What follows belongs to an exercise in optimizing a design on an open flow for small area, a short achievable clock period and few clock cycles; a production flow would make more cautious choices. RTL that was checked went through simulation tests only; none was proved equivalent to the original. The RTL of runs 6 to 9 was laid out without a check of its function. Power figures rest on the tool's default switching activity, not on a simulated workload.

[design/flow/config.mk]
export PLATFORM = sky130hd
export DESIGN_NAME = Core
export DESIGN_NICKNAME = Core
export VERILOG_FILES = /design/flow/design.v
export SDC_FILE = /design/flow/constraint.sdc
export NUM_CORES = 4
export LEC_CHECK = 0
export ABC_CLOCK_PERIOD_IN_PS = 2500
export CAP_MARGIN = 20
export CORE_MARGIN = 2
export CORE_UTILIZATION = 40
export SETUP_SLACK_MARGIN = 1.5
export SLEW_MARGIN = 20
[design/flow/constraint.sdc]
create_clock -name core_clock -period 4.0 [get_ports {clk}]
set_input_delay 0.8000 -clock core_clock [delete_from_list [all_inputs] [get_ports {clk}]]
set_output_delay 0.8000 -clock core_clock [all_outputs]
set_load 0.01 [all_outputs]
[design/flow/design.v]
module Core (
    clk,
    rst,
    init_PC,
    imem_addr,
    imem_rdata,
    dmem_addr,
    dmem_we,
    dmem_wdata,
    dmem_rdata,
    halted
);
input clk;
input rst;
input [7:0] init_PC;
output [7:0] imem_addr;
input [11:0] imem_rdata;
output [7:0] dmem_addr;
output dmem_we;
output [7:0] dmem_wdata;
input [7:0] dmem_rdata;
output reg halted;
reg [7:0] sa;        
reg kill;            
reg [3:0] op;        
reg [7:0] imm;
reg stall;           
reg pend;            
reg z, n;
reg [3:0] cnt;       
reg [7:0] s0, s1;
reg [7:0] below;     
reg e_pushi;         
reg e_ld;            
reg e_pop;           
reg e_st;
reg e_alu;
reg e_sub;
reg e_jmp, e_jz, e_jn;   
wire e_push = e_pushi | e_ld;    
wire ex_taken = e_jmp | (e_jz & z) | (e_jn & n);
assign imem_addr = sa;
assign dmem_addr = imm;
assign dmem_we = e_st;
assign dmem_wdata = s0;
wire [3:0] rop = imem_rdata[11:8];
wire r_halt = rop[3];
wire r_jmp = (rop == 4'd3);
wire r_jz = (rop == 4'd4);
wire r_jn = (rop == 4'd5);
wire capture = ~kill & ~halted & ~stall & ~ex_taken;
wire early_res = e_pushi & (r_jmp | r_jz | r_jn);
wire early_taken = e_pushi & (r_jmp | (r_jz & z) | (r_jn & n));
wire [3:0] nop = stall ? op : rop;
wire nv = stall | (capture & ~r_halt);
wire njres = ~stall & early_res;    
wire n_stall = e_ld & ~r_halt & (rop[3:1] != 3'b000);
wire ngo = nv & ~n_stall;
wire n_full = e_push ? (cnt == 4'd7) : ((e_pop | e_alu) ? 1'b0 : cnt[3]);
wire [7:0] sa_inc = sa + 8'd1;
wire [7:0] alu_b = e_sub ? ~s1 : s1;
wire [7:0] alu_r = s0 + alu_b + {7'd0, e_sub};
wire [7:0] cz = {s0[6:0] | s1[6:0], 1'b0};
wire z_add = &((s0 ^ s1) ~^ cz);
wire z_sub = (s0 == s1);
always @(posedge clk) begin
    if (rst) begin
        sa <= init_PC;
        kill <= 1'b1;
        stall <= 1'b0;
        pend <= 1'b0;
        halted <= 1'b0;
        z <= 1'b0;
        n <= 1'b0;
        cnt <= 4'd0;
        s0 <= 8'd0;
        s1 <= 8'd0;
        e_pushi <= 1'b0;
        e_ld <= 1'b0;
        e_pop <= 1'b0;
        e_st <= 1'b0;
        e_alu <= 1'b0;
        e_jmp <= 1'b0;
        e_jz <= 1'b0;
        e_jn <= 1'b0;
    end else begin
        kill <= ex_taken | early_taken;
        sa <= ({8{ex_taken}} & s0) | ({8{early_taken}} & imm) |
              ({8{n_stall}} & sa) | ({8{~(ex_taken | early_taken | n_stall)}} & sa_inc);
        if (!stall) begin
            op <= rop;
            imm <= imem_rdata[7:0];
        end
        if (capture & r_halt)
            halted <= 1'b1;
        stall <= n_stall;
        pend <= e_ld;
        e_pushi <= ngo & (nop == 4'd0) & ~n_full;
        e_ld <= ngo & (nop == 4'd1) & ~n_full;
        e_pop <= ngo & ((nop[3:1] == 3'b001) | (nop[3:1] == 3'b010));
        e_st <= ngo & (nop == 4'd2);
        e_alu <= ngo & (nop[3:1] == 3'b011);
        e_jmp <= ngo & ~njres & (nop == 4'd3);
        e_jz <= ngo & ~njres & (nop == 4'd4);
        e_jn <= ngo & ~njres & (nop == 4'd5);
        if (e_push)
            cnt <= cnt + 4'd1;
        else if (e_pop & (cnt != 4'd0))
            cnt <= cnt - 4'd1;
        else if (e_alu & (cnt != 4'd1))
            cnt <= (cnt == 4'd0) ? 4'd1 : cnt - 4'd1;
        if (e_pushi)
            s0 <= imm;
        else if (e_pop)
            s0 <= s1;
        else if (e_alu)
            s0 <= alu_r;
        else if (pend)
            s0 <= dmem_rdata;
        if (e_push)
            s1 <= pend ? dmem_rdata : s0;
        else if (e_pop | e_alu)
            s1 <= below;
        if (e_alu) begin
            z <= e_sub ? z_sub : z_add;
            n <= alu_r[7];
        end
    end
end
always @(posedge clk)
    e_sub <= (nop == 4'd7);
reg [7:0] f0, f1, f2, f3, f4, f5;
always @(posedge clk) begin
    if (e_push) begin
        case (cnt)
            4'd2: f0 <= s1;
            4'd3: f1 <= s1;
            4'd4: f2 <= s1;
            4'd5: f3 <= s1;
            4'd6: f4 <= s1;
            4'd7: f5 <= s1;
            default: ;
        endcase
    end
end
always @(*) begin
    case (cnt)
        4'd3: below = f0;
        4'd4: below = f1;
        4'd5: below = f2;
        4'd6: below = f3;
        4'd7: below = f4;
        4'd8: below = f5;
        default: below = 8'd0;
    endcase
end
endmodule
[design/flow/flow/run.sh]
#!/bin/bash
# The standard layout (the standard.sh), except that the port buffers
# are sky130_fd_sc_hd__buf_1 cells rather than the delay buffers that
# buffer_ports picks by default. make's full output goes to standard.log;
# ORFS keeps each step's own log under orfs/logs/.
set -euo pipefail
export BUFFER_PORTS_ARGS="-buffer_cell sky130_fd_sc_hd__buf_1"
bash standard.sh > standard.log 2>&1
[design/flow/standard.sh]
#!/bin/bash
# synth_recipe.tcl (not shown) runs the flow's synth.tcl, then flattens the netlist and writes it again
# the make line also repeats each setting of config.mk as NAME=value (left out here)
make -C /OpenROAD-flow-scripts/flow DESIGN_CONFIG=/design/flow/config.mk WORK_HOME=/design/flow/orfs CLKGATE_MAP_FILE= SYNTH_SCRIPT=/design/flow/synth_recipe.tcl "${@:-finish}"
==> results of run 1 <==
worst max-delay path, stage by stage, from the launching register on:
cell     delay, ps
dfxtp_2        460
mux2i_1        360
inv_1          100
fa_1           410
a21oi_1        210
o21ai_0        130
a21oi_1        190
xor2_1         170
o22ai_1         90
sequential cells by signal, summed over array words and instances, names as in the netlist, 4 cells and up:
| signal | count |
|---|---|
| f0 | 8 |
| f1 | 8 |
| f2 | 8 |
| f3 | 8 |
| f4 | 8 |
| f5 | 8 |
| imm | 8 |
| s0 | 8 |
| s1 | 8 |
| sa | 8 |
| cnt | 4 |
| op | 4 |
logic make-up after synthesis:
logic type,share of synthesized area
mux,0.0232
xor+xnor,0.0494
fa+ha+maj,0.0504
compound gates,0.191
flops,0.520
simple gates,0.121
buf+inv,0.0452
metal layers:
layer	vias up	track usage	wire (µm)	share of wire
met4	0	0.0675	245	0.018
met1	1964	0.295	6190	0.46
met3	19	0.0494	970	0.072
li1	1896	-	-	-
met5	-	0	0	0
met2	159	0.296	6140	0.45
cell type report:
class                      count  area [µm²]  share of cell area
clock inverter                 6        91.3              0.0158
multi-input combinational    320        2230               0.386
sequential                   103        2660               0.462
timing repair buffer          57         223              0.0386
tap                          172         215              0.0373
clock buffer                  10         229              0.0397
inverter                      32         120              0.0208
worst paths after layout:
path / from / end / slack, ps / cells after the start
min reg2reg: halted / halted / 510 / 2
max: s1[0] / s0[6] / 1740 / 8
min: halted / halted / 510 / 2
max reg2reg: s1[0] / s0[6] / 1740 / 8
layout by cell type, fill, tap and decap left out, types with 9 or more instances in the layout:
cell / synthesis / routed
nand2_1: 36 / 36
a221oi_1: 13 / 13
inv_1: 32 / 32
xnor2_1: 16 / 16
a221o_1: 9 / 9
nor3_1: 10 / 10
clkbuf_16: 0 / 9
edfxtp_1: 60 / 60
a21oi_1: 37 / 37
xor2_1: 11 / 11
nor2_1: 26 / 26
ha_1: 19 / 19
dfxtp_1: 43 / 42
buf_1: 6 / 54
nor4_1: 9 / 9
o21ai_0: 16 / 16
power breakdown:
part / switching [W] / internal (W) / leakage [nW]
sequential: 0.0000354 / 0.00114 / 0.914
combinational: 0.0000915 / 0.0000681 / 0.980
clock: 0.000395 / 0.000553 / 0.153
total: 0.000521 / 0.00176 / 2.05
through the flow:
step	std cells	area (µm²)	util	setup slack [ps]	total power, W
final	700	5770	0.459	1740	0.00228
after global routing	700	5770	0.459	1560	0.00237
after CTS	700	5770	0.459	1660	0.00230
after detailed placement	684	5450	0.433	1680	0.00135
after global placement	684	5450	0.433	1670	0.00135
after floorplan	482	5120	-	2060	0.00129
==> flow_metrics.tcl, run 1 <==
set metrics [dict create \
    num_antenna_cells 0 \
    slew_viol_final 0 \
    cts_resized 0 \
    root_buffer "clkbuf_16" \
    yosysMostFrequentCell "edfxtp_1" \
    drt_iter0_markers 344 \
    synthFlopType "edfxtp_1" \
    crit_fanout 10 \
    worstHoldPathType "reg2reg" \
    dieArea_um2 13700 \
    num_vias 4038 \
    syn_avg_cell_area_um2 10.6 \
    ys_async_sr_fraction 0 \
    drive_gt1_frac 0.0625 \
    antenna_found_initial 0 \
    skew_ps 5.72 \
    design.core.area_um2 12600 \
    cts_setup_buffers 0 \
    cts_buffers 9 \
    max_cap_viol_count 0 \
    n_fill_cell 1188 \
    seq_area_frac_synth 0.520 \
    rsz0062_at_grt "no" \
    worstPathArrival_ps 2460 \
    clock_latency_ps 350 \
    netlist.area_leader.share 0.352 \
    synth_nets 532 \
    viasPerCell 5.77 \
    finalHoldWorstSlack_ps 514 \
    synthTopCellsByCount "edfxtp_1 (60), dfxtp_1 (43), a21oi_1 (37), nand2_1 (36), inv_1 (32)" \
    synthDistinctLibCells 56 \
    synth_seq_cells 103 \
    gr-usage-all-layers 0.203 \
    grt_pass1_vias 3771 \
    p_leak_nw 2.05 \
    drc_errors 0 \
    synth.largest_area_cell "edfxtp_1" \
    p_per_area_nw_per_um2 395 \
    clock_path_buffers 2 \
    drt_first_pass_iters 4 \
    cts_tree "done" \
    tightest_slew_ps 806 \
    drt_wl_total_mm 13.5 \
    fmax_mhz 443 \
    grt_pass1_wl_mm 20.7 \
    grt_max_degree 31 \
    fin_nets 573 \
    clk_pin_slew_ps 70 \
    critPathRequiredTime_ps 4210 \
    ios 56 \
    synth_edf_count 60 \
    wire_per_inst_um 19.4 \
    crit_path_start_kind "register" \
    gp_congestion 0.953 \
    hold_viol 0 \
    synthTopCellsByArea "edfxtp_1 (35%), dfxtp_1 (17%), ha_1 (4.6%)" \
    cts_max_level 3 \
    ys_warn_count 1 \
    min_period_ps 2260 \
    dp_hpwl_mm 9.52 \
    port_buffers 55 \
    area_growth_pct 12.7 \
    synth_area_um2 5120 \
    status "no timing/DRC/antenna violations" \
    crit_type "reg2reg" \
    initial_utilization 0.407 \
    fin_tns_setup_ps 0 \
    relSlewSlack 0.462 \
    holdBufCountCts 0 \
    post-route-period-util 0.564 \
    chipHeight_um 117 \
    ir_worst_vdd_v 0.000210 \
    die_x_um 117 \
    ant_nets 0 \
    grt_remaining_overflow 0 \
    setup_viol 0 \
    synthCells 482 \
    num_rows 41 \
    clock_sinks 103 \
    endpoint_kind "register" \
]
Testbench counts, summed over its fixed seeds: cycles 39,427.
==> run 2: changes to the inputs <==
--- a/design/flow/config.mk
+++ b/design/flow/config.mk
@@ -7,3 +7,3 @@
 export LEC_CHECK = 0
-export ABC_CLOCK_PERIOD_IN_PS = 2500
+export ABC_CLOCK_PERIOD_IN_PS = 1500
 export CAP_MARGIN = 20
@@ -11,3 +11,3 @@
 export CORE_UTILIZATION = 40
-export SETUP_SLACK_MARGIN = 1.5
+export SETUP_SLACK_MARGIN = 2.5
 export SLEW_MARGIN = 20
==> flow_metrics.tcl, run 2 <==
set metrics [dict create \
    p_leak_nw 2.74 \
    fin_tns_setup_ps 0 \
    place_ws_ps 1500 \
    chipHeight_um 117 \
    crit_path_start_kind "register" \
    cts_buffers 9 \
    clk_pin_slew_ps 80 \
    synthTopCellsByArea "edfxtp_1 (35%), dfxtp_1 (17%), ha_1 (4.6%)" \
    design.core.area_um2 12600 \
    whs_path_depth 2 \
    placed_cell_area_um2 5660 \
    synth_fa_ha_area_frac 0.0504 \
    synth_seq_cells 103 \
    fin_ws_ps 2100 \
    synth_edf_count 60 \
    post-route-period-util 0.475 \
    num_rows 41 \
    rsz0062_at_grt "yes" \
    gp_congestion 0.897 \
    worstPathArrival_ps 2140 \
    status "no timing/DRC/antenna violations" \
    seq_area_frac_synth 0.520 \
    dieArea_um2 13700 \
    drt_first_pass_iters 4 \
    tightest_slew_ps 469 \
    wire_per_inst_um 20.7 \
    holdBufCountCts 0 \
    relSlewSlack 0.687 \
    worstHoldPathType "reg2reg" \
    drt_iter0_markers 381 \
    netlist.area_leader.share 0.352 \
    ios 56 \
    endpoint_kind "register" \
    yosysMostFrequentCell "edfxtp_1" \
    max_cap_viol_count 0 \
    fmax_mhz 527 \
    hold_viol 0 \
    muxShareOfSynthArea 0.0232 \
    synth.largest_area_cell "edfxtp_1" \
    reg2reg_depth 8 \
    yosys.area_share.simple 0.121 \
    clock_path_buffers 2 \
    ys_async_sr_fraction 0 \
    synthTopCellsByCount "edfxtp_1 (60), dfxtp_1 (43), a21oi_1 (37), nand2_1 (36), inv_1 (32)" \
    p_per_area_nw_per_um2 323 \
    drc_errors 0 \
    clock_sinks 103 \
    layout_commonest_cell "buf_4" \
    grt_pass1_vias 4034 \
    r2r-end "s0[6]" \
    min_from "s1[4]" \
    dp_hpwl_mm 9.66 \
    p_total_w 0.00239 \
    synthFlopType "edfxtp_1" \
    synthCells 482 \
    drt_wl_total_mm 16.1 \
    stdcell_area_um2 7410 \
    antenna_found_initial 0 \
    root_buffer "clkbuf_16" \
    grt_remaining_overflow 0 \
    cts_tree "done" \
    initial_utilization 0.407 \
    min_to "s1[4]" \
    drive_gt1_frac 0.446 \
    die_x_um 117 \
    cts_max_level 3 \
    final_cell_mix "buf_4 (68), edfxtp_1 (60), nand2_1 (32)" \
    port_buffers 55 \
    grt_max_degree 44 \
    area_growth_pct 44.7 \
    critPathRequiredTime_ps 4240 \
    synth_top_family_by_area "compound AO/OA/AOI/OAI gates" \
    fin_nets 653 \
    min_period_ps 1900 \
    crit_type "reg2reg" \
    r2r_slack_ps 2100 \
    synth_nets 532 \
    gr-usage-all-layers 0.229 \
    synth_area_um2 5120 \
    ir_worst_vdd_v 0.000309 \
    ant_nets 0 \
    num_antenna_cells 0 \
    synth-compound-area-share 0.191 \
    ys_warn_count 1 \
    num_vias 4476 \
    setup_viol 0 \
    viasPerCell 5.74 \
    slew_viol_final 0 \
    crit_fanout 2 \
    clock_latency_ps 370 \
    syn_avg_cell_area_um2 10.6 \
    skew_ps 12.9 \
    grt_pass1_wl_mm 23.1 \
    timing.rr.start "s1[0]" \
    synthDistinctLibCells 56 \
    synthXorXnorAreaFrac 0.0494 \
]
-- run 2: cell type report --
cell class / instances / area (µm²)
fill: 1029 / 5160
clock buffer: 9 / 225
inverter: 32 / 128
tap: 172 / 215
clock inverter: 7 / 92.6
timing repair buffer: 135 / 1080
multi-input combinational: 322 / 2880
sequential: 103 / 2780
-- run 2: cells by family (layout without fill, tap and decap cells) --
kind of cell / Yosys count / in the layout
DFF: 103 / 103
muxes: 11 / 11
buffers and inverters: 59 / 183
and+or+nand+nor: 124 / 126
adders and majority gates: 20 / 20
AOI/OAI and AO/OA: 137 / 137
xor gates and xnor gates: 28 / 28
-- run 2: worst max-delay path by stage --
stage	from	to	cells after the start	slack, ps
6_report	s1[0]	s0[6]	8	2100
5_1_grt	e_sub	s0[7]	7	2030
4_1_cts	s1[0]	s0[6]	8	2120
3_5_place_dp	rst	n	6	1500
3_3_place_gp	rst	n	6	1520
2_1_floorplan	imem_rdata[10]	sa[1]	6	2190
-- run 2: timing repair --
action	CTS	global route
pin swaps	34	32
buffers inserted	55	24
setup endpoints to repair	125	97
hold endpoints to repair	0	0
gates cloned	2	0
gates resized for setup	141	76
-- run 2: metal layers --
metal / GRT usage / vias to the layer above / wire [µm]
li1: - / 2070 / -
met1: 0.318 / 2200 / 6910
met2: 0.352 / 183 / 7740
met3: 0.0546 / 23 / 1160
met4: 0.0800 / 0 / 298
met5: 0 / - / 0
-- run 2: where the power goes --
part           switching (W)  internal, W  leakage, nW
registers          0.0000275      0.00113        0.936
clock network       0.000443     0.000505        0.156
logic               0.000141     0.000149         1.65
total               0.000611      0.00178         2.74
-- run 2: stage by stage --
| step | util | cells | hold WS (ps) |
|---|---|---|---|
| 4_1_cts | 0.549 | 756 | 534 |
| 6_report | 0.589 | 780 | 523 |
| 3_5_place_dp | 0.451 | 683 | 506 |
| 5_1_grt | 0.589 | 780 | 528 |
| 2_1_floorplan | - | 482 | 474 |
| 3_3_place_gp | 0.451 | 683 | 501 |
-- run 2: worst max-delay path, stage by stage (launching register included) --
cell,delay [ps]
dfxtp_4,370
mux2i_4,250
inv_2,60
fa_2,420
a21oi_4,170
o21ai_1,90
a21oi_1,160
xor2_1,170
o22ai_1,80
==> run 3: changes to the inputs <==
==> design/flow/flow/run.sh (replaced) <==
#!/bin/bash
# The standard layout (the standard.sh), except that the port buffers
# are sky130_fd_sc_hd__buf_2 cells rather than the delay buffers that
# buffer_ports picks by default. make's full output goes to standard.log;
# ORFS keeps each step's own log under orfs/logs/.
set -euo pipefail
export BUFFER_PORTS_ARGS="-buffer_cell sky130_fd_sc_hd__buf_2"
bash standard.sh > standard.log 2>&1
--- a/design/flow/config.mk
+++ b/design/flow/config.mk
@@ -7,3 +7,3 @@
 export LEC_CHECK = 0
-export ABC_CLOCK_PERIOD_IN_PS = 1500
+export ABC_CLOCK_PERIOD_IN_PS = 2500
 export CAP_MARGIN = 20
@@ -11,3 +11,3 @@
 export CORE_UTILIZATION = 40
-export SETUP_SLACK_MARGIN = 2.5
+export SETUP_SLACK_MARGIN = 1.5
 export SLEW_MARGIN = 20
==> flow_metrics.tcl, run 3 <==
set metrics [dict create \
    synth_nets 532 \
    p_comb_frac 0.072 \
    seq_power_share 0.509 \
    switching_share 0.230 \
    ant_nets 0 \
    fin_tns_setup_ps 0 \
    grt_pass1_vias 3842 \
    clock_path_buffers 2 \
    drt_iter0_markers 378 \
    clock_latency_ps 350 \
    gr-usage-all-layers 0.203 \
    wl_met1_mm 6.03 \
    hold_viol 0 \
    ir_worst_vdd_v 0.000274 \
    rsz0062_at_grt "no" \
    worstHoldPathType "reg2reg" \
    fin_ws_ps 1760 \
    fmax_mhz 446 \
    endpoint_kind "register" \
    skew_ps 9.19 \
    grt_pass1_wl_mm 20.9 \
    max_stage_delay_ps 620 \
    critical-path-top-delay-family "simple AND/OR/NAND/NOR gates" \
    ios 56 \
    timing.rr.start "e_sub" \
    ys_warn_count 1 \
    yosysMostFrequentCell "edfxtp_1" \
    min_period_ps 2240 \
    synthCells 482 \
    design.core.area_um2 12600 \
    initial_utilization 0.407 \
    drt_first_pass_iters 5 \
    slew_viol_final 0 \
    drc_errors 0 \
    synthTopCellsByArea "edfxtp_1 (35%), dfxtp_1 (17%), ha_1 (4.6%)" \
    chipHeight_um 117 \
    synth_edf_count 60 \
    gp_congestion 0.927 \
    cp_slowest_cell "dfxtp_1" \
    drt_wl_total_mm 13.3 \
    crit_path_start_kind "register" \
    cts_buffers 9 \
    cp_cell_sequence "xor2_1 -> ha_1 -> nand2_1 -> nor4_1 -> nor3b_1 -> xnor2_1 -> o22ai_1" \
    cts_tree "done" \
    cp-startpoint "e_sub" \
    max_cap_viol_count 0 \
    root_buffer "clkbuf_16" \
    p_int_w 0.00177 \
    num_antenna_cells 0 \
    p_per_area_nw_per_um2 394 \
    n_fill_cell 1201 \
    grt_remaining_overflow 0 \
    fin_nets 572 \
    dp_hpwl_mm 9.40 \
    setup_viol 0 \
    synth_seq_cells 103 \
    ys_async_sr_fraction 0 \
    p_leak_nw 2.21 \
    status "no timing/DRC/antenna violations" \
    synth_area_um2 5120 \
    num_rows 41 \
    crit_fanout 10 \
    p_sw_w 0.000528 \
    wire_per_inst_um 19.0 \
    post-route-period-util 0.560 \
    synthTopCellsByCount "edfxtp_1 (60), dfxtp_1 (43), a21oi_1 (37), nand2_1 (36), inv_1 (32)" \
    worstPathArrival_ps 2450 \
    clk_pin_slew_ps 70 \
    min_from "halted" \
    synthFlopType "edfxtp_1" \
    cts_setup_buffers 0 \
    dieArea_um2 13700 \
    area_growth_pct 14.1 \
    viasPerCell 5.80 \
    die_x_um 117 \
    wl_met3_um 852 \
    place_ws_ps 1580 \
    crit_type "reg2reg" \
    final_cell_mix "edfxtp_1 (60), buf_2 (55), dfxtp_1 (42)" \
    netlist.area_leader.share 0.352 \
    grt_max_degree 44 \
    crit_buf_inv 0 \
    synth.largest_area_cell "edfxtp_1" \
    syn_avg_cell_area_um2 10.6 \
    seq_area_frac_synth 0.520 \
    drive_gt1_frac 0.167 \
    cts_max_level 3 \
    port_buffers 55 \
    antenna_found_initial 0 \
    clock_sinks 103 \
    wl_met2_mm 6.15 \
    top_layer_used "met4" \
    critPathRequiredTime_ps 4210 \
    stdcell_area_um2 5840 \
    r2r_slack_ps 1760 \
    num_vias 4055 \
    tightest_slew_ps 836 \
    layout_commonest_cell "edfxtp_1" \
    placed_cell_area_um2 5510 \
    relSlewSlack 0.443 \
    synthDistinctLibCells 56 \
    p_clk_frac 0.419 \
]
==> run 3: cell counts after synthesis <==
Identical to the previous run, type by type.
==> run 3: stage by stage <==
step                      utilization  instances  total power (W)  hold WS [ps]
after floorplan                     -        482          0.00129           470
after global placement          0.438        683          0.00136           492
after detailed placement        0.438        683          0.00136           483
after CTS                       0.464        699          0.00232           504
after global routing            0.465        699          0.00238           558
final                           0.465        699          0.00230           499
==> run 3: area by class of cell <==
cell class | instances | area, µm² | area share
clock buffers | 10 | 229 | 0.0392
clock inverters | 6 | 97.6 | 0.0167
inverters | 32 | 120 | 0.0206
multi-input cells | 320 | 2230 | 0.382
flip-flops and latches | 103 | 2660 | 0.456
well taps | 172 | 215 | 0.0369
repair buffers | 56 | 283 | 0.0484
==> run 3: worst min-delay path: cells and delay by family, from the launching register on <==
family	cells	cell delay, ps
and+or+nand+nor	2	120
DFF	1	350
==> run 3: final timing paths <==
| kind | end | depth (start not counted) |
|---|---|---|
| worst max register to register | s0[7] | 7 |
| worst max-delay path | s0[7] | 7 |
| worst min register to register | halted | 2 |
| worst min-delay path | halted | 2 |
==> run 3: cell families (layout without fill, tap and decap cells) <==
| group | after synthesis | in the layout | share of synthesized area |
|---|---|---|---|
| AO/OA/AOI/OAI | 137 | 137 | 0.191 |
| AND/OR/NAND/NOR | 124 | 124 | 0.121 |
| flip-flops | 103 | 103 | 0.520 |
| buffers and inverters | 59 | 104 | 0.0452 |
| XOR/XNOR | 28 | 28 | 0.0494 |
| adder cells (fa/ha/maj) | 20 | 20 | 0.0504 |
| multiplexers | 11 | 11 | 0.0232 |
==> run 3: timing repair <==
item,4_1_cts,5_1_grt
hold buffers,0,0
endpoints found under the setup margin,0,11
hold endpoints to repair,0,0
resized for setup,0,3
==> run 3: power groups by stage <==
stage / combinational (W) / clock (W) / sequential [W]
2_1_floorplan: 0.000102 / 0 / 0.00119
3_3_place_gp: 0.000163 / 0 / 0.00119
3_5_place_dp: 0.000165 / 0 / 0.00119
4_1_cts: 0.000166 / 0.000983 / 0.00117
5_1_grt: 0.000188 / 0.00102 / 0.00117
6_report: 0.000166 / 0.000963 / 0.00117
==> run 3: layer usage <==
metal,track usage,up-vias
met5,0,-
met1,0.293,1961
met4,0.0714,0
met2,0.301,162
li1,-,1908
met3,0.0448,24
==> run 4: changes to the inputs <==
==> design/flow/flow/run.sh (replaced) <==
#!/bin/bash
# The standard layout (the standard.sh), except that the port buffers
# are sky130_fd_sc_hd__buf_1 cells rather than the delay buffers that
# buffer_ports picks by default. make's full output goes to standard.log;
# ORFS keeps each step's own log under orfs/logs/.
set -euo pipefail
export BUFFER_PORTS_ARGS="-buffer_cell sky130_fd_sc_hd__buf_1"
bash standard.sh > standard.log 2>&1
--- a/design/flow/config.mk
+++ b/design/flow/config.mk
@@ -7,7 +7,8 @@
 export LEC_CHECK = 0
-export ABC_CLOCK_PERIOD_IN_PS = 2500
+export ABC_CLOCK_PERIOD_IN_PS = 1800
 export CAP_MARGIN = 20
 export CORE_MARGIN = 2
-export CORE_UTILIZATION = 40
-export SETUP_SLACK_MARGIN = 1.5
+export CORE_UTILIZATION = 60
+export CTS_BUF_LIST = sky130_fd_sc_hd__clkbuf_4 sky130_fd_sc_hd__clkbuf_8
+export SETUP_SLACK_MARGIN = 2.0
 export SLEW_MARGIN = 20
==> flow_metrics.tcl, run 4 <==
set metrics [dict create \
    chipHeight_um 96.4 \
    worstHoldPathType "reg2reg" \
    gr-usage-all-layers 0.297 \
    dp_cells 615 \
    fmax_mhz 501 \
    design.core.area_um2 8260 \
    synthFlopType "edfxtp_1" \
    synthTopCellsByCount "edfxtp_1 (60), dfxtp_1 (43), a21oi_1 (37), nand2_1 (36), inv_1 (32)" \
    synth_seq_cells 103 \
    r2r_slack_ps 2000 \
    fin_tns_setup_ps 0 \
    top_layer_used "met4" \
    dieArea_um2 9290 \
    num_antenna_cells 0 \
    layout_commonest_cell "edfxtp_1" \
    yosysMostFrequentCell "edfxtp_1" \
    status "no timing/DRC/antenna violations" \
    timing.rr.start "s1[2]" \
    initial_utilization 0.620 \
    netlist.area_leader.share 0.352 \
    fin_nets 572 \
    crit_path_start_kind "register" \
    p_leak_nw 2.00 \
    min_period_ps 2000 \
    clock_sinks 103 \
    synth.largest_area_cell "edfxtp_1" \
    clk_pin_slew_ps 120 \
    holdBufCountCts 0 \
    antenna_found_initial 0 \
    drt_first_pass_iters 5 \
    area_growth_pct 11.3 \
    crit_fanout 9 \
    cts_max_level 3 \
    r2r-end "n" \
    grt_remaining_overflow 0 \
    tightest_slew_ps 819 \
    synth_edf_count 60 \
    drt_iter0_markers 328 \
    crit_end "n" \
    fin_cells 632 \
    cp_cell_sequence "xor2_1 -> ha_1 -> a21oi_1 -> o22ai_1 -> or4_1 -> nand3_1" \
    synthDistinctLibCells 56 \
    clock_latency_ps 390 \
    endpoint_kind "register" \
    max_cap_viol_count 0 \
    ios 56 \
    clock_path_buffers 2 \
    crit_type "reg2reg" \
    syn_avg_cell_area_um2 10.6 \
    grt_max_degree 44 \
    synthCells 482 \
    max_stage_delay_ps 500 \
    final_cell_mix "edfxtp_1 (60), buf_1 (54), nand2_1 (36), a21oi_1 (36), inv_1 (32)" \
    dp_hpwl_mm 9.32 \
    grt_pass1_wl_mm 20.2 \
    grt_pass1_vias 3725 \
    worstPathArrival_ps 2310 \
    seq_area_frac_synth 0.520 \
    cp_slowest_cell "or4_1" \
    reg2reg_depth 6 \
    synthTopCellsByArea "edfxtp_1 (35%), dfxtp_1 (17%), ha_1 (4.6%)" \
    relSlewSlack 0.453 \
    drt_wl_total_mm 13.2 \
    setup_viol 0 \
    viasPerCell 6.36 \
    ant_nets 0 \
    wl_met2_mm 6.08 \
    n_fill_cell 672 \
    cts_buffers 9 \
    cts_tree "done" \
    skew_ps 18.4 \
    drc_errors 0 \
    gp_congestion 0.963 \
    synth_nets 532 \
    post-route-period-util 0.499 \
    ir_worst_vdd_v 0.000199 \
    synth_area_um2 5120 \
    ys_async_sr_fraction 0 \
    root_buffer "clkbuf_8" \
    num_vias 4020 \
    slew_viol_final 0 \
    p_per_area_nw_per_um2 348 \
    port_buffers 55 \
    cp-startpoint "s1[2]" \
    num_rows 33 \
    drive_gt1_frac 0.121 \
    hold_viol 0 \
    rsz0062_at_grt "yes" \
    wl_met1_mm 5.78 \
    critPathRequiredTime_ps 4320 \
    wl_met3_mm 1.09 \
    ys_warn_count 1 \
    die_x_um 96.4 \
    wire_per_inst_um 20.9 \
]
run 4: through the flow:
step	setup WS (ps)	power [W]	area [µm²]	utilization	hold slack, ps
finish	2000	0.00198	5700	0.690	522
global route	1910	0.00205	5700	0.690	545
CTS	1960	0.00198	5600	0.678	522
detailed placement	1540	0.00135	5350	0.647	501
global placement	1590	0.00135	5350	0.647	501
floorplan	2060	0.00129	5120	-	470
run 4: cell families (layout without fill, tap and decap cells):
logic type	count (synthesis)	in the layout	share of synthesized area
mux	11	11	0.0232
buf+inv	59	104	0.0452
fa+ha+maj	20	20	0.0504
flops	103	103	0.520
xor+xnor	28	28	0.0494
compound gates	137	137	0.191
simple gates	124	124	0.121
run 4: how the worst min path moves through the flow:
stage                       from      to  slack, ps  cells after the start
after floorplan             e_ld    pend        470                      1
after CTS                 halted  halted        520                      2
after global placement    halted  halted        500                      2
final                     halted  halted        520                      2
after detailed placement  halted  halted        500                      2
after global routing      halted  halted        550                      2
run 4: critical path: cells and delay by family (launching register included):
kind | cells | cell delay [ps]
simple gates | 2 | 600
flops | 1 | 460
compound gates | 2 | 370
fa+ha+maj | 1 | 310
xor+xnor | 1 | 180
run 4: power by group:
group	leakage, nW	switching, W	internal (W)
registers	0.921	0.0000368	0.00114
clock network	0.0988	0.000402	0.000245
logic	0.984	0.0000905	0.0000704
run 4: metal layers:
metal | up-vias | track usage
met5 | - | 0
met4 | 0 | 0.0974
met3 | 26 | 0.0728
met2 | 186 | 0.436
met1 | 1908 | 0.433
li1 | 1900 | -
run 4: area by class of cell:
| type | instances | area, µm² | area share |
|---|---|---|---|
| clock buffer | 9 | 124 | 0.0217 |
| clock inverter | 7 | 76.3 | 0.0134 |
| inverter | 32 | 120 | 0.0211 |
| multi-input combinational | 320 | 2340 | 0.411 |
| sequential | 103 | 2690 | 0.472 |
| tap | 105 | 131 | 0.0231 |
| timing repair buffer | 56 | 218 | 0.0382 |
run 4: timing repair:
item | CTS | global route
resized for setup | 19 | 26
pin swaps | 0 | 2
endpoints found under the setup margin | 78 | 51
buffers inserted | 1 | 0
==> run 5: changes to the inputs <==
--- a/design/flow/config.mk
+++ b/design/flow/config.mk
@@ -10,4 +10,3 @@
 export CORE_MARGIN = 2
-export CORE_UTILIZATION = 60
-export CTS_BUF_LIST = sky130_fd_sc_hd__clkbuf_4 sky130_fd_sc_hd__clkbuf_8
+export CORE_UTILIZATION = 40
 export SETUP_SLACK_MARGIN = 2.0
==> flow_metrics.tcl, run 5 <==
set metrics [dict create \
    status "no timing/DRC/antenna violations" \
    reg2reg_depth 8 \
    drive_gt1_frac 0.132 \
    min_period_ps 1990 \
    p_comb_frac 0.072 \
    synth_nets 532 \
    cp_slowest_cell "fa_1" \
    layout_commonest_cell "edfxtp_1" \
    slew_viol_final 0 \
    drc_errors 0 \
    netlist.area_leader.share 0.352 \
    synthTopCellsByCount "edfxtp_1 (60), dfxtp_1 (43), a21oi_1 (37), nand2_1 (36), inv_1 (32)" \
    grt_remaining_overflow 0 \
    worstPathArrival_ps 2200 \
    synthCells 482 \
    seq_area_frac_synth 0.520 \
    cp-startpoint "s1[0]" \
    clock_sinks 103 \
    num_vias 4072 \
    antenna_found_initial 0 \
    fin_nets 576 \
    switching_share 0.231 \
    yosysMostFrequentCell "edfxtp_1" \
    viasPerCell 5.79 \
    area_growth_pct 16.1 \
    max_cap_viol_count 0 \
    wire_per_inst_um 19.6 \
    p_leak_nw 2.09 \
    endpoint_kind "register" \
    cts_tree "done" \
    crit_end "s0[6]" \
    grt_pass1_wl_mm 20.8 \
    grt_max_degree 31 \
    num_rows 41 \
    p_total_w 0.00229 \
    p_per_area_nw_per_um2 385 \
    syn_avg_cell_area_um2 10.6 \
    holdBufCountCts 0 \
    ant_nets 0 \
    drt_first_pass_iters 5 \
    synth_seq_cells 103 \
    max_stage_delay_ps 410 \
    ios 56 \
    p_sw_w 0.000528 \
    crit_fanout 4 \
    tightest_slew_ps 720 \
    synth_area_um2 5120 \
    hold_viol 0 \
    root_buffer "clkbuf_16" \
    p_clk_frac 0.416 \
    drt_wl_total_mm 13.8 \
    port_buffers 55 \
    cts_max_level 3 \
    num_antenna_cells 0 \
    crit_type "reg2reg" \
    synthFlopType "edfxtp_1" \
    synth.largest_area_cell "edfxtp_1" \
    final_cell_mix "edfxtp_1 (60), buf_1 (54), nand2_1 (36)" \
    clock_path_buffers 2 \
    seq_power_share 0.512 \
    synthTopCellsByArea "edfxtp_1 (35%), dfxtp_1 (17%), ha_1 (4.6%)" \
    grt_pass1_vias 3785 \
    cp_cell_sequence "mux2i_4 -> inv_1 -> fa_1 -> a21oi_2 -> o21ai_0 -> a21oi_1 -> xor2_1 -> o22ai_1" \
    r2r-end "s0[6]" \
    timing.rr.start "s1[0]" \
    cts_buffers 9 \
    drt_iter0_markers 366 \
    skew_ps 6.36 \
    critPathRequiredTime_ps 4210 \
    chipHeight_um 117 \
    gp_congestion 0.953 \
    ys_warn_count 1 \
    synthDistinctLibCells 56 \
    worstHoldPathType "reg2reg" \
    clock_latency_ps 350 \
    gr-usage-all-layers 0.203 \
    design.core.area_um2 12600 \
    fin_tns_setup_ps 0 \
    die_x_um 117 \
    fmax_mhz 504 \
    p_int_w 0.00176 \
    setup_viol 0 \
    ir_worst_vdd_v 0.000212 \
    initial_utilization 0.407 \
    rsz0062_at_grt "yes" \
    crit_path_start_kind "register" \
    dieArea_um2 13700 \
    relSlewSlack 0.519 \
    post-route-period-util 0.497 \
    dp_hpwl_mm 9.52 \
    r2r_slack_ps 2010 \
    synth_edf_count 60 \
    clk_pin_slew_ps 70 \
    ys_async_sr_fraction 0 \
]
-- run 5: cell counts after synthesis --
No cell type changed its count.
-- run 5: how the worst min path moves through the flow --
stage           start  cells after the start  endpoint  slack, ps
2_1_floorplan    e_ld                      1      pend        470
3_3_place_gp   halted                      2    halted        480
3_5_place_dp   halted                      2    halted        510
4_1_cts        halted                      2    halted        520
5_1_grt        halted                      2    halted        550
6_report       halted                      2    halted        520
-- run 5: worst max-delay path: cells and delay by family, from the launching register on --
family                     cells  cell delay (ps)
AOI/OAI and AO/OA              4              550
adders and majority gates      1              410
DFF                            1              390
muxes                          1              250
xor gates and xnor gates       1              170
buffers and inverters          1               80
-- run 5: cell type report --
class / instances / area (µm²)
multi-input cells: 320 / 2350
well taps: 172 / 215
flip-flops and latches: 103 / 2690
clock inverters: 6 / 91.3
fillers: 1176 / 6620
clock buffers: 10 / 229
repair buffers: 60 / 245
inverters: 32 / 120
-- run 5: per-layer routing --
| metal | up-vias | global-route usage | routed length (µm) |
|---|---|---|---|
| li1 | 1905 | - | - |
| met1 | 2005 | 0.295 | 6350 |
| met2 | 145 | 0.298 | 6350 |
| met3 | 17 | 0.0494 | 868 |
| met4 | 0 | 0.0675 | 198 |
| met5 | - | 0 | 0 |
-- run 5: power groups by stage --
stage / sequential (W) / combinational (W) / clock [W]
floorplan: 0.00119 / 0.000102 / 0
global placement: 0.00119 / 0.000156 / 0
detailed placement: 0.00119 / 0.000158 / 0
CTS: 0.00117 / 0.000160 / 0.000966
global route: 0.00117 / 0.000185 / 0.00102
finish: 0.00117 / 0.000165 / 0.000952
-- run 5: cell families after synthesis --
| kind of cell | Yosys count | share of synthesized area |
|---|---|---|
| flops | 103 | 0.520 |
| simple gates | 124 | 0.121 |
| buf+inv | 59 | 0.0452 |
| compound gates | 137 | 0.191 |
| xor+xnor | 28 | 0.0494 |
| fa+ha+maj | 20 | 0.0504 |
| mux | 11 | 0.0232 |
-- run 5: what timing repair did --
action,CTS,global route
resized for setup,16,34
setup buffers,0,3
pin swaps,0,1
setup endpoints to repair,78,57
-- run 5: per-stage QoR --
stage / util / setup WS [ps] / cells / cell area, µm² / hold slack, ps
2_1_floorplan: - / 2060 / 482 / 5120 / 470
3_3_place_gp: 0.433 / 1670 / 684 / 5450 / 483
3_5_place_dp: 0.433 / 1680 / 684 / 5450 / 514
4_1_cts: 0.461 / 1880 / 700 / 5790 / 523
5_1_grt: 0.473 / 1930 / 703 / 5940 / 547
6_report: 0.473 / 2010 / 703 / 5940 / 520
==> run 6: changes to the inputs <==
--- a/design/flow/design.v
+++ b/design/flow/design.v
@@ -56,3 +56,3 @@
 wire njres = ~stall & early_res;    
-wire n_stall = e_ld & ~r_halt & (rop[3:1] != 3'b000);
+wire n_stall = e_ld & ((rop[3:1] == 3'b001) | (rop[3:1] == 3'b010));
 wire ngo = nv & ~n_stall;
@@ -61,6 +61,7 @@
 wire [7:0] alu_b = e_sub ? ~s1 : s1;
-wire [7:0] alu_r = s0 + alu_b + {7'd0, e_sub};
-wire [7:0] cz = {s0[6:0] | s1[6:0], 1'b0};
-wire z_add = &((s0 ^ s1) ~^ cz);
-wire z_sub = (s0 == s1);
+wire [7:0] alu_a = pend ? dmem_rdata : s0;
+wire [7:0] alu_r = alu_a + alu_b + {7'd0, e_sub};
+wire [7:0] cz = {alu_a[6:0] | s1[6:0], 1'b0};
+wire z_add = &((alu_a ^ s1) ~^ cz);
+wire z_sub = (alu_a == s1);
 always @(posedge clk) begin
==> flow_metrics.tcl, run 6 <==
set metrics [dict create \
    drive_gt1_frac 0.201 \
    port_buffers 55 \
    area_growth_pct 22.8 \
    fin_nets 587 \
    drt_first_pass_iters 5 \
    timing.rr.start "pend" \
    layout_commonest_cell "edfxtp_1" \
    fmax_mhz 480 \
    p_leak_nw 2.22 \
    cp-startpoint "dmem_rdata[0]" \
    crit_fanout 3 \
    tightest_slew_ps 829 \
    die_x_um 117 \
    crit_type "in2reg" \
    antenna_found_initial 0 \
    viasPerCell 5.73 \
    hold_viol 0 \
    grt_pass1_vias 4130 \
    ys_warn_count 1 \
    yosysMostFrequentCell "edfxtp_1" \
    synth.largest_area_cell "edfxtp_1" \
    min_to "halted" \
    num_rows 41 \
    final_cell_mix "edfxtp_1 (60), buf_1 (54), nor2_1 (36)" \
    seq_area_frac_synth 0.518 \
    num_antenna_cells 0 \
    clock_sinks 103 \
    grt_pass1_wl_mm 22.0 \
    fin_tns_setup_ps 0 \
    stdcell_area_um2 6310 \
    netlist.area_leader.share 0.351 \
    p_per_area_nw_per_um2 376 \
    gp_congestion 0.904 \
    synthTopCellsByCount "edfxtp_1 (60), dfxtp_1 (43), nor2_1 (40), inv_1 (26), nand2_1 (25)" \
    endpoint_kind "register" \
    grt_max_degree 32 \
    worstPathArrival_ps 2320 \
    relSlewSlack 0.444 \
    n_fill_cell 1104 \
    synth_area_um2 5140 \
    initial_utilization 0.409 \
    fin_ws_ps 1920 \
    ir_worst_vdd_v 0.000257 \
    slew_viol_final 0 \
    worstHoldPathType "reg2reg" \
    rsz0062_at_grt "yes" \
    synthTopCellsByArea "edfxtp_1 (35%), dfxtp_1 (17%), ha_1 (4.4%)" \
    cts_max_level 3 \
    r2r-end "s0[5]" \
    crit_path_start_kind "input pin" \
    ant_nets 0 \
    skew_ps 11.7 \
    post-route-period-util 0.521 \
    dieArea_um2 13800 \
    critPathRequiredTime_ps 4230 \
    min_from "halted" \
    setup_viol 0 \
    whs_path_depth 2 \
    chipHeight_um 117 \
    ys_async_sr_fraction 0 \
    synthCells 480 \
    reg2reg_depth 7 \
    max_cap_viol_count 0 \
    final_util 0.502 \
    cts_buffers 9 \
    drt_wl_total_mm 13.5 \
    clock_path_buffers 2 \
    grt_remaining_overflow 0 \
    synth_nets 529 \
    synth_edf_count 60 \
    synth_seq_cells 103 \
    drc_errors 0 \
    status "no timing/DRC/antenna violations" \
    design.core.area_um2 12600 \
    synthDistinctLibCells 62 \
    clock_latency_ps 350 \
    dp_hpwl_mm 9.49 \
    placed_cell_area_um2 5680 \
    ios 56 \
    gr-usage-all-layers 0.201 \
    cts_tree "done" \
    syn_avg_cell_area_um2 10.7 \
    root_buffer "clkbuf_16" \
    synthFlopType "edfxtp_1" \
    drt_iter0_markers 351 \
    num_vias 4098 \
    clk_pin_slew_ps 80 \
    finalHoldWorstSlack_ps 508 \
    r2r_slack_ps 1930 \
    place_ws_ps 1430 \
    min_period_ps 2080 \
    wire_per_inst_um 18.9 \
]
[run 6: changes by cell type after synthesis, moves of 7 or more]
cell and change:
a32oi_1 -7, a21oi_1 -13, nand2_1 -11, nor2_1 +14, nand3_1 +12, a2111oi_0 +10, a221oi_1 -13
[run 6: per-layer routing]
layer	track usage	share of wire	wire length, µm
met5	0	0	0
met4	0.0550	0.010	138
met3	0.0394	0.047	641
met2	0.318	0.47	6370
met1	0.281	0.47	6350
[run 6: report_power, final]
group,internal (W),switching [W],leakage (nW)
Clock,0.000507,0.000435,0.156
Sequential,0.00115,0.0000435,0.916
Combinational,0.000114,0.000130,1.15
[run 6: kinds of logic after synthesis]
logic type / Yosys count / share of synthesized area
buffers and inverters: 50 / 0.0387
flip-flops: 103 / 0.518
AND/OR/NAND/NOR: 148 / 0.146
AO/OA/AOI/OAI: 119 / 0.173
XOR/XNOR: 24 / 0.0409
adder cells (fa/ha/maj): 19 / 0.0477
multiplexers: 17 / 0.0360
[run 6: repair_timing]
item                                    in CTS  in global routing
gates resized for setup                     31                 29
hold endpoints to repair                     0                  0
hold buffers                                 0                  0
setup buffers                                9                  2
endpoints found under the setup margin      55                 65
pin swaps                                   18                 10
[run 6: worst max path at each step]
| stage | to | slack, ps | cells past startpoint |
|---|---|---|---|
| after floorplan | s0[6] | 1700 | 10 |
| after global placement | s0[4] | 1470 | 11 |
| after detailed placement | s0[4] | 1430 | 11 |
| after CTS | s0[5] | 1920 | 7 |
| after global routing | n | 1820 | 8 |
| final | s0[4] | 1920 | 11 |
[run 6: worst max-delay path, stage by stage]
cell,delay (ps)
buf_1,80
mux2_4,170
inv_4,40
nor2_4,80
a21oi_2,40
fa_2,370
nand2b_4,170
a21oi_4,190
a21oi_1,70
a211oi_1,220
o41ai_1,80
[run 6: metrics by stage]
stage,cells,total power (W)
after global routing,715,0.00245
after global placement,688,0.00143
final,715,0.00238
after CTS,713,0.00238
after floorplan,480,0.00136
after detailed placement,688,0.00144
[run 6: layout make-up]
type	instances	area, µm²	area share
inverters	26	100	0.0159
clock buffers	9	225	0.0357
multi-input cells	327	2640	0.419
flip-flops and latches	103	2680	0.424
well taps	172	215	0.0341
clock inverters	7	101	0.0161
repair buffers	71	348	0.0551
==> run 7: changes to the inputs <==
--- a/design/flow/design.v
+++ b/design/flow/design.v
@@ -33,3 +33,5 @@
 reg e_pushi;         
-reg e_ld;            
+reg e_ldp;           
+reg e_ldl;           
+wire e_ld = e_ldp | e_ldl;
 reg e_pop;           
@@ -42,3 +44,4 @@
 assign imem_addr = sa;
-assign dmem_addr = imm;
+wire port_x = e_st | e_ldl;     
+assign dmem_addr = port_x ? imm : imem_rdata[7:0];
 assign dmem_we = e_st;
@@ -56,3 +59,3 @@
 wire njres = ~stall & early_res;    
-wire n_stall = e_ld & ((rop[3:1] == 3'b001) | (rop[3:1] == 3'b010));
+wire n_stall = e_ldl & ~r_halt & (rop[3:1] != 3'b000);
 wire ngo = nv & ~n_stall;
@@ -61,7 +64,6 @@
 wire [7:0] alu_b = e_sub ? ~s1 : s1;
-wire [7:0] alu_a = pend ? dmem_rdata : s0;
-wire [7:0] alu_r = alu_a + alu_b + {7'd0, e_sub};
-wire [7:0] cz = {alu_a[6:0] | s1[6:0], 1'b0};
-wire z_add = &((alu_a ^ s1) ~^ cz);
-wire z_sub = (alu_a == s1);
+wire [7:0] alu_r = s0 + alu_b + {7'd0, e_sub};
+wire [7:0] cz = {s0[6:0] | s1[6:0], 1'b0};
+wire z_add = &((s0 ^ s1) ~^ cz);
+wire z_sub = (s0 == s1);
 always @(posedge clk) begin
@@ -79,3 +81,4 @@
         e_pushi <= 1'b0;
-        e_ld <= 1'b0;
+        e_ldp <= 1'b0;
+        e_ldl <= 1'b0;
         e_pop <= 1'b0;
@@ -97,5 +100,6 @@
         stall <= n_stall;
-        pend <= e_ld;
+        pend <= e_ldl;
         e_pushi <= ngo & (nop == 4'd0) & ~n_full;
-        e_ld <= ngo & (nop == 4'd1) & ~n_full;
+        e_ldp <= ngo & (nop == 4'd1) & ~n_full & ~stall & ~port_x;
+        e_ldl <= ngo & (nop == 4'd1) & ~n_full & (stall | port_x);
         e_pop <= ngo & ((nop[3:1] == 3'b001) | (nop[3:1] == 3'b010));
@@ -118,3 +122,3 @@
             s0 <= alu_r;
-        else if (pend)
+        else if (e_ld | pend)
             s0 <= dmem_rdata;
==> flow_metrics.tcl, run 7 <==
set metrics [dict create \
    chipHeight_um 120 \
    yosysMostFrequentCell "edfxtp_1" \
    netlist.area_leader.share 0.332 \
    synth_nets 556 \
    grt_pass1_vias 4362 \
    synth_seq_cells 104 \
    timing.rr.start "e_sub" \
    synthCells 506 \
    initial_utilization 0.410 \
    setup_viol 0 \
    synth.largest_area_cell "edfxtp_1" \
    post-route-period-util 0.553 \
    ir_worst_vdd_v 0.000277 \
    drt_iter0_markers 300 \
    synthFlopType "edfxtp_1" \
    dieArea_um2 14500 \
    fmax_mhz 452 \
    grt_max_degree 29 \
    cp-startpoint "e_st" \
    layout_commonest_cell "edfxtp_1" \
    synth_edf_count 60 \
    clock_sinks 104 \
    crit_fanout 8 \
    num_antenna_cells 0 \
    slew_viol_final 0 \
    crit_path_start_kind "register" \
    die_x_um 120 \
    hold_viol 0 \
    cts_buffers 9 \
    clk_pin_slew_ps 80 \
    ys_async_sr_fraction 0 \
    antenna_found_initial 0 \
    skew_ps 11.2 \
    synthTopCellsByArea "edfxtp_1 (33%), dfxtp_1 (16%), ha_1 (4.4%)" \
    num_vias 4387 \
    p_leak_nw 2.43 \
    ios 56 \
    critPathRequiredTime_ps 3200 \
    grt_pass1_wl_mm 23.0 \
    dp_hpwl_mm 9.56 \
    endpoint_kind "primary output" \
    cts_tree "done" \
    placed_cell_area_um2 5800 \
    final_cell_mix "edfxtp_1 (60), buf_1 (44), dfxtp_1 (28)" \
    synthTopCellsByCount "edfxtp_1 (60), dfxtp_1 (44), o21ai_0 (29), a21oi_1 (26), nor2_1 (26)" \
    holdBufCountCts 0 \
    stdcell_area_um2 6780 \
    drc_errors 0 \
    synthDistinctLibCells 69 \
    fin_nets 626 \
    tightest_slew_ps 633 \
    min_period_ps 2210 \
    rsz0062_at_grt "yes" \
    design.core.area_um2 13200 \
    ys_warn_count 1 \
    clock_latency_ps 360 \
    seq_area_frac_synth 0.494 \
    wire_per_inst_um 19.0 \
    viasPerCell 5.80 \
    max_cap_viol_count 0 \
    area_growth_pct 24.8 \
    num_rows 42 \
    worstHoldPathType "reg2reg" \
    ant_nets 0 \
    gp_congestion 0.870 \
    clock_path_buffers 2 \
    status "no timing/DRC/antenna violations" \
    worstPathArrival_ps 1410 \
    drt_wl_total_mm 14.4 \
    crit_type "reg2out" \
    p_per_area_nw_per_um2 352 \
    drt_first_pass_iters 4 \
    grt_remaining_overflow 0 \
    port_buffers 55 \
    root_buffer "clkbuf_16" \
    syn_avg_cell_area_um2 10.7 \
    synth_area_um2 5430 \
    drive_gt1_frac 0.239 \
    cts_max_level 3 \
    min_from "halted" \
    fin_tns_setup_ps 0 \
    relSlewSlack 0.577 \
    gr-usage-all-layers 0.203 \
]
run 7: cell types whose count changed after synthesis, moves of 6 or more:
cell	before	now
a222oi_1	7	0
nor2_1	40	26
a2111oi_0	10	0
o21ai_0	10	29
a211oi_1	7	13
or4_1	0	8
a22o_1	1	13
a221oi_1	0	7
inv_1	26	19
nand3_1	19	9
mux2_2	5	12
run 7: worst paths after layout:
kind              depth (start not counted)  slack, ps            to
hold reg to reg                           2        540        halted
setup reg to reg                          7       1930             n
hold / removal                            2        540        halted
setup / recovery                          4       1790  dmem_addr[2]
run 7: cells by family (layout without fill, tap and decap cells):
kind of cell | after synthesis | after routing | synth area share
AO/OA/AOI/OAI | 150 | 150 | 0.196
AND/OR/NAND/NOR | 138 | 138 | 0.142
flip-flops | 104 | 104 | 0.494
buffers and inverters | 49 | 124 | 0.0367
multiplexers | 23 | 23 | 0.0452
XOR/XNOR | 22 | 22 | 0.0383
adder cells (fa/ha/maj) | 20 | 20 | 0.0475
run 7: stage by stage:
stage	hold slack (ps)	power, W	utilization	cells	setup slack, ps
3_5_place_dp	486	0.00146	0.438	712	1330
3_3_place_gp	485	0.00145	0.438	712	1440
4_1_cts	522	0.00238	0.501	756	1780
5_1_grt	556	0.00247	0.512	757	1740
2_1_floorplan	489	0.00138	-	506	1910
6_report	538	0.00238	0.512	757	1790
run 7: layout make-up:
cell class | count | area (µm²)
fill | 1199 | 6470
timing repair buffer | 87 | 583
multi-input combinational | 353 | 2850
tap | 176 | 220
inverter | 21 | 85.1
sequential | 104 | 2730
clock buffer | 9 | 225
clock inverter | 7 | 83.8
run 7: repair_timing:
item,in CTS,in global routing
setup endpoints to repair,51,37
buffers inserted,28,1
pin swaps,18,12
cloned,0,0
resized for setup,73,34
run 7: worst max-delay path, cell delays in order (launching register included):
cell and delay, ps:
dfxtp_4 350, nor2_4 120, buf_12 150, mux2_4 310, buf_6 120
run 7: metal layers:
metal / global-route usage / part of all wire / wire length (µm)
met5: 0 / 0 / 0
met4: 0.0581 / 0.018 / 263
met3: 0.0368 / 0.046 / 658
met2: 0.334 / 0.49 / 7050
met1: 0.274 / 0.45 / 6440
run 7: report_power, final:
part	internal [W]	leakage (nW)	switching (W)
combinational	0.000141	1.37	0.000144
sequential	0.00115	0.920	0.0000435
clock	0.000448	0.143	0.000453
==> run 8: changes to the inputs <==
--- a/design/flow/config.mk
+++ b/design/flow/config.mk
@@ -7,3 +7,3 @@
 export LEC_CHECK = 0
-export ABC_CLOCK_PERIOD_IN_PS = 1800
+export ABC_CLOCK_PERIOD_IN_PS = 2250
 export CAP_MARGIN = 20
@@ -11,3 +11,3 @@
 export CORE_UTILIZATION = 40
-export SETUP_SLACK_MARGIN = 2.0
+export SETUP_SLACK_MARGIN = 1.75
 export SLEW_MARGIN = 20
==> flow_metrics.tcl, run 8 <==
set metrics [dict create \
    place_ws_ps 1200 \
    crit_end "dmem_addr[2]" \
    max_cap_viol_count 0 \
    chipHeight_um 120 \
    grt_max_degree 22 \
    gr-usage-all-layers 0.197 \
    crit_buf_inv 2 \
    hold_viol 0 \
    cp-startpoint "e_ldl" \
    cp_slowest_cell "dfxtp_4" \
    synthTopCellsByCount "edfxtp_1 (60), dfxtp_1 (44), o21ai_0 (29), a21oi_1 (26), nor2_1 (26)" \
    dieArea_um2 14500 \
    p_int_w 0.00171 \
    critical-path-top-delay-family "flip-flops" \
    cp_cell_sequence "nor2_4 -> buf_12 -> mux2_2 -> clkbuf_2" \
    cts_tree "done" \
    reg2reg_depth 8 \
    holdBufCountCts 0 \
    grt_pass1_vias 4100 \
    r2r-end "cnt[1]" \
    area_growth_pct 17.7 \
    p_leak_nw 2.29 \
    crit_type "reg2out" \
    placed_cell_area_um2 5770 \
    endpoint_kind "primary output" \
    seq_area_frac_synth 0.494 \
    critPathRequiredTime_ps 3200 \
    yosysMostFrequentCell "edfxtp_1" \
    p_sw_w 0.000601 \
    ys_warn_count 1 \
    root_buffer "clkbuf_16" \
    syn_avg_cell_area_um2 10.7 \
    clock_sinks 104 \
    clk_pin_slew_ps 70 \
    p_per_area_nw_per_um2 362 \
    drt_first_pass_iters 5 \
    netlist.area_leader.share 0.332 \
    cts_buffers 9 \
    status "no timing/DRC/antenna violations" \
    port_buffers 55 \
    p_comb_frac 0.112 \
    crit_path_start_kind "register" \
    ios 56 \
    synthDistinctLibCells 69 \
    min_period_ps 2250 \
    fin_tns_setup_ps 0 \
    clock_latency_ps 360 \
    skew_ps 7.20 \
    synth_seq_cells 104 \
    num_rows 42 \
    path_depth 4 \
    design.core.area_um2 13200 \
    synth_nets 556 \
    worstHoldPathType "reg2reg" \
    fin_nets 612 \
    rsz0062_at_grt "yes" \
    cts_max_level 3 \
    grt_pass1_wl_mm 22.3 \
    num_antenna_cells 0 \
    slew_viol_final 0 \
    dp_hpwl_mm 9.62 \
    final_cell_mix "edfxtp_1 (60), buf_1 (47), dfxtp_1 (35)" \
    layout_commonest_cell "edfxtp_1" \
    tightest_slew_ps 783 \
    p_clk_frac 0.369 \
    synthTopCellsByArea "edfxtp_1 (33%), dfxtp_1 (16%), ha_1 (4.4%)" \
    worstPathArrival_ps 1450 \
    setup_viol 0 \
    ys_async_sr_fraction 0 \
    post-route-period-util 0.564 \
    antenna_found_initial 0 \
    drive_gt1_frac 0.164 \
    seq_power_share 0.520 \
    die_x_um 120 \
    fmax_mhz 444 \
    timing.rr.start "cnt[1]" \
    synth.largest_area_cell "edfxtp_1" \
    synth_edf_count 60 \
    max_stage_delay_ps 370 \
    num_vias 4364 \
    synthCells 506 \
    wire_per_inst_um 19.0 \
    stdcell_area_um2 6390 \
    grt_remaining_overflow 0 \
    drt_iter0_markers 349 \
    ir_worst_vdd_v 0.000309 \
    fin_ws_ps 1750 \
    viasPerCell 5.87 \
    synthFlopType "edfxtp_1" \
    initial_utilization 0.410 \
    switching_share 0.260 \
    clock_path_buffers 2 \
    ant_nets 0 \
    relSlewSlack 0.476 \
    drc_errors 0 \
    gp_congestion 0.891 \
    crit_fanout 8 \
    r2r_slack_ps 1790 \
    synth_area_um2 5430 \
    drt_wl_total_mm 14.2 \
]
==> run 8: cell counts after synthesis <==
Identical to the previous run, type by type.
==> run 8: what timing repair did <==
item	4_1_cts	5_1_grt
gates cloned	0	0
pin swaps	1	8
resized for setup	26	44
setup buffers	2	12
endpoints found under the setup margin	37	26
==> run 8: kinds of logic after synthesis <==
group / share of synthesized area
AOI/OAI and AO/OA: 0.196
and+or+nand+nor: 0.142
DFF: 0.494
buffers and inverters: 0.0367
muxes: 0.0452
xor gates and xnor gates: 0.0383
adders and majority gates: 0.0475
==> run 8: power groups by stage <==
stage	combinational [W]	clock, W	sequential, W
after CTS	0.000239	0.000865	0.00120
after global placement	0.000226	0	0.00122
after detailed placement	0.000233	0	0.00123
after global routing	0.000287	0.000909	0.00120
final	0.000258	0.000851	0.00120
after floorplan	0.000163	0	0.00122
==> run 8: worst min path at each step <==
stage           start  endpoint  slack (ps)  cells after the start
6_report        s1[2]     f5[2]         510                      0
5_1_grt         s1[2]     f5[2]         520                      0
4_1_cts          e_st     e_ldp         490                      1
3_5_place_dp     e_st     e_ldp         500                      1
3_3_place_gp   halted    halted         490                      2
2_1_floorplan       z         z         490                      2
==> run 8: layout make-up <==
type                    instances  area (µm²)
fillers                      1241        6860
flip-flops and latches        104        2710
multi-input cells             353        2690
repair buffers                 73         408
clock buffers                   9         225
well taps                     176         220
inverters                      21        80.1
clock inverters                 7        55.1
==> run 8: per-stage QoR <==
stage          total power [W]  utilization  hold slack [ps]  cells
6_report               0.00231        0.482              506    743
5_1_grt                0.00240        0.482              517    743
4_1_cts                0.00230        0.465              487    731
3_5_place_dp           0.00146        0.436              496    713
3_3_place_gp           0.00145        0.436              489    713
2_1_floorplan          0.00138            -              489    506
==> run 8: per-layer routing <==
metal  track usage  vias up  wire length [µm]
li1              -     2071                 -
met1         0.263     2134              6490
met2         0.324      145              6780
met3        0.0458       14               692
met4        0.0516        0               187
met5             0        -                 0
==> run 9: changes to the inputs <==
--- a/design/flow/design.v
+++ b/design/flow/design.v
@@ -33,5 +33,3 @@
 reg e_pushi;         
-reg e_ldp;           
-reg e_ldl;           
-wire e_ld = e_ldp | e_ldl;
+reg e_ld;            
 reg e_pop;           
@@ -44,4 +42,3 @@
 assign imem_addr = sa;
-wire port_x = e_st | e_ldl;     
-assign dmem_addr = port_x ? imm : imem_rdata[7:0];
+assign dmem_addr = imm;
 assign dmem_we = e_st;
@@ -59,3 +56,3 @@
 wire njres = ~stall & early_res;    
-wire n_stall = e_ldl & ~r_halt & (rop[3:1] != 3'b000);
+wire n_stall = e_ld & ~r_halt & (rop[3:1] != 3'b000);
 wire ngo = nv & ~n_stall;
@@ -63,3 +60,4 @@
 wire [7:0] sa_inc = sa + 8'd1;
-wire [7:0] alu_b = e_sub ? ~s1 : s1;
+wire [7:0] s1_next = e_push ? (pend ? dmem_rdata : s0) : ((e_pop | e_alu) ? below : s1);
+reg [7:0] alu_b;     
 wire [7:0] alu_r = s0 + alu_b + {7'd0, e_sub};
@@ -81,4 +79,3 @@
         e_pushi <= 1'b0;
-        e_ldp <= 1'b0;
-        e_ldl <= 1'b0;
+        e_ld <= 1'b0;
         e_pop <= 1'b0;
@@ -100,6 +97,5 @@
         stall <= n_stall;
-        pend <= e_ldl;
+        pend <= e_ld;
         e_pushi <= ngo & (nop == 4'd0) & ~n_full;
-        e_ldp <= ngo & (nop == 4'd1) & ~n_full & ~stall & ~port_x;
-        e_ldl <= ngo & (nop == 4'd1) & ~n_full & (stall | port_x);
+        e_ld <= ngo & (nop == 4'd1) & ~n_full;
         e_pop <= ngo & ((nop[3:1] == 3'b001) | (nop[3:1] == 3'b010));
@@ -122,8 +118,5 @@
             s0 <= alu_r;
-        else if (e_ld | pend)
+        else if (pend)
             s0 <= dmem_rdata;
-        if (e_push)
-            s1 <= pend ? dmem_rdata : s0;
-        else if (e_pop | e_alu)
-            s1 <= below;
+        s1 <= s1_next;
         if (e_alu) begin
@@ -134,4 +127,6 @@
 end
-always @(posedge clk)
+always @(posedge clk) begin
     e_sub <= (nop == 4'd7);
+    alu_b <= (nop == 4'd7) ? ~s1_next : s1_next;
+end
 reg [7:0] f0, f1, f2, f3, f4, f5;
--- a/design/flow/config.mk
+++ b/design/flow/config.mk
@@ -7,7 +7,8 @@
 export LEC_CHECK = 0
-export ABC_CLOCK_PERIOD_IN_PS = 2250
+export ABC_CLOCK_PERIOD_IN_PS = 1700
 export CAP_MARGIN = 20
 export CORE_MARGIN = 2
-export CORE_UTILIZATION = 40
-export SETUP_SLACK_MARGIN = 1.75
+export CORE_UTILIZATION = 60
+export CTS_BUF_LIST = sky130_fd_sc_hd__clkbuf_8
+export SETUP_SLACK_MARGIN = 2.3
 export SLEW_MARGIN = 20
==> flow_metrics.tcl, run 9 <==
set metrics [dict create \
    status "no timing/DRC/antenna violations" \
    wire_per_inst_um 21.1 \
    clock_latency_ps 380 \
    p_clk_frac 0.292 \
    netlist.area_leader.share 0.338 \
    num_vias 4533 \
    muxShareOfSynthArea 0.0274 \
    seq_power_share 0.567 \
    min_period_ps 1890 \
    drt_iter0_markers 363 \
    synthDistinctLibCells 63 \
    initial_utilization 0.615 \
    synthXorXnorAreaFrac 0.0394 \
    cp_cell_sequence "fa_2 -> inv_2 -> fa_2 -> nand2b_4 -> a21oi_2 -> nor2_1 -> o31a_1 -> o32ai_1" \
    cts_tree "done" \
    min_from "n" \
    grt_remaining_overflow 0 \
    place_ws_ps 1650 \
    crit_fanout 2 \
    reg2reg_depth 8 \
    synth_top_family_by_area "compound AO/OA/AOI/OAI gates" \
    setup_viol 0 \
    cts_buffers 9 \
    fin_tns_setup_ps 0 \
    n_fill_cell 539 \
    fmax_mhz 529 \
    timing.rr.start "e_sub" \
    tightest_slew_ps 618 \
    multi_input_area_um2 2630 \
    dieArea_um2 9660 \
    cp_slowest_cell "fa_2" \
    viasPerCell 6.41 \
    p_comb_frac 0.141 \
    synth-compound-area-share 0.177 \
    grt_pass1_vias 4269 \
    whs_path_depth 2 \
    synth_edf_count 60 \
    ant_nets 0 \
    critical-path-top-delay-family "adder cells" \
    max_cap_viol_count 0 \
    design.core.area_um2 8680 \
    root_buffer "clkbuf_8" \
    yosysMostFrequentCell "edfxtp_1" \
    relSlewSlack 0.576 \
    synth_fa_ha_area_frac 0.0497 \
    seq_area_frac_synth 0.529 \
    drive_gt1_frac 0.342 \
    synthFlopType "edfxtp_1" \
    p_sw_w 0.000606 \
    cts_max_level 3 \
    max_stage_delay_ps 370 \
    chipHeight_um 98.3 \
    critPathRequiredTime_ps 4290 \
    num_antenna_cells 0 \
    syn_avg_cell_area_um2 10.8 \
    p_total_w 0.00223 \
    min_to "n" \
    ios 56 \
    crit_path_start_kind "register" \
    placed_cell_area_um2 5680 \
    r2r_slack_ps 2110 \
    fin_ws_ps 2110 \
    p_leak_nw 2.50 \
    gp_congestion 0.974 \
    synthCells 492 \
    rsz0062_at_grt "yes" \
    die_x_um 98.3 \
    drt_wl_total_mm 14.9 \
    synthTopCellsByArea "edfxtp_1 (34%), dfxtp_1 (19%), ha_1 (4.2%)" \
    switching_share 0.272 \
    antenna_found_initial 0 \
]
run 9: cell count changes in the layout (fill, tap and decap cells not counted), moves of 12 or more:
cell	change
o21ai_0	-16
buf_1	-18
buf_2	+12
buf_4	+36
dfxtp_1	-15
dfxtp_4	+12
run 9: area by class of cell:
| class | instances | area share |
|---|---|---|
| tap | 108 | 0.0199 |
| timing repair buffer | 114 | 0.116 |
| multi-input combinational | 324 | 0.388 |
| clock inverter | 7 | 0.00940 |
| inverter | 34 | 0.0197 |
| clock buffer | 9 | 0.0182 |
| sequential | 111 | 0.428 |
run 9: logic make-up (layout without fill, tap and decap cells):
kind of cell             Yosys count  in the layout
XOR/XNOR                          24             24
flip-flops                       111            111
AND/OR/NAND/NOR                  135            136
AO/OA/AOI/OAI                    130            130
multiplexers                      14             14
buffers and inverters             58            164
adder cells (fa/ha/maj)           20             20
run 9: worst min-delay path, delay by kind of cell (launching register included):
kind,cells,cell delay (ps)
flops,1,340
compound gates,1,50
simple gates,1,100
run 9: per-stage QoR:
step | util | hold WS [ps] | std cells
finish | 0.782 | 538 | 707
global route | 0.782 | 575 | 707
CTS | 0.738 | 519 | 680
detailed placement | 0.654 | 506 | 634
global placement | 0.654 | 507 | 634
floorplan | - | 465 | 492
run 9: worst max path at each step:
stage            end  cells after the start            from
6_report       s0[4]                      8           e_sub
5_1_grt        s0[7]                      6        alu_b[0]
4_1_cts        s0[4]                      8           e_sub
3_5_place_dp   sa[6]                      6  imem_rdata[11]
3_3_place_gp   s0[6]                      7             rst
2_1_floorplan  sa[1]                      6  imem_rdata[11]
run 9: power by group through the flow:
| stage | sequential [W] | combinational, W | clock (W) |
|---|---|---|---|
| 3_3_place_gp | 0.00130 | 0.000199 | 0 |
| 5_1_grt | 0.00127 | 0.000338 | 0.000694 |
| 6_report | 0.00126 | 0.000315 | 0.000649 |
| 4_1_cts | 0.00126 | 0.000273 | 0.000657 |
| 3_5_place_dp | 0.00130 | 0.000204 | 0 |
| 2_1_floorplan | 0.00130 | 0.000140 | 0 |
run 9: layer usage:
metal,wire length (µm),global-route usage
met5,0,0
met1,6480,0.442
met3,1180,0.0458
met2,7030,0.453
met4,244,0.0738
run 9: repair_timing:
| item | 4_1_cts | 5_1_grt |
|---|---|---|
| gates resized for setup | 106 | 39 |
| hold buffers | 0 | 0 |
| endpoints found under the setup margin | 117 | 87 |
| setup buffers | 30 | 25 |
| pin swaps | 18 | 15 |
| cloned | 0 | 2 |

Setup slack of run 9, layout unchanged: 2.109 ns with ideal ports, 2.109 ns with driving cells assumed (clock clkbuf_16, inputs buf_2), 1.732 ns with port delays also shifted by the 0.412 ns mid clock arrival.
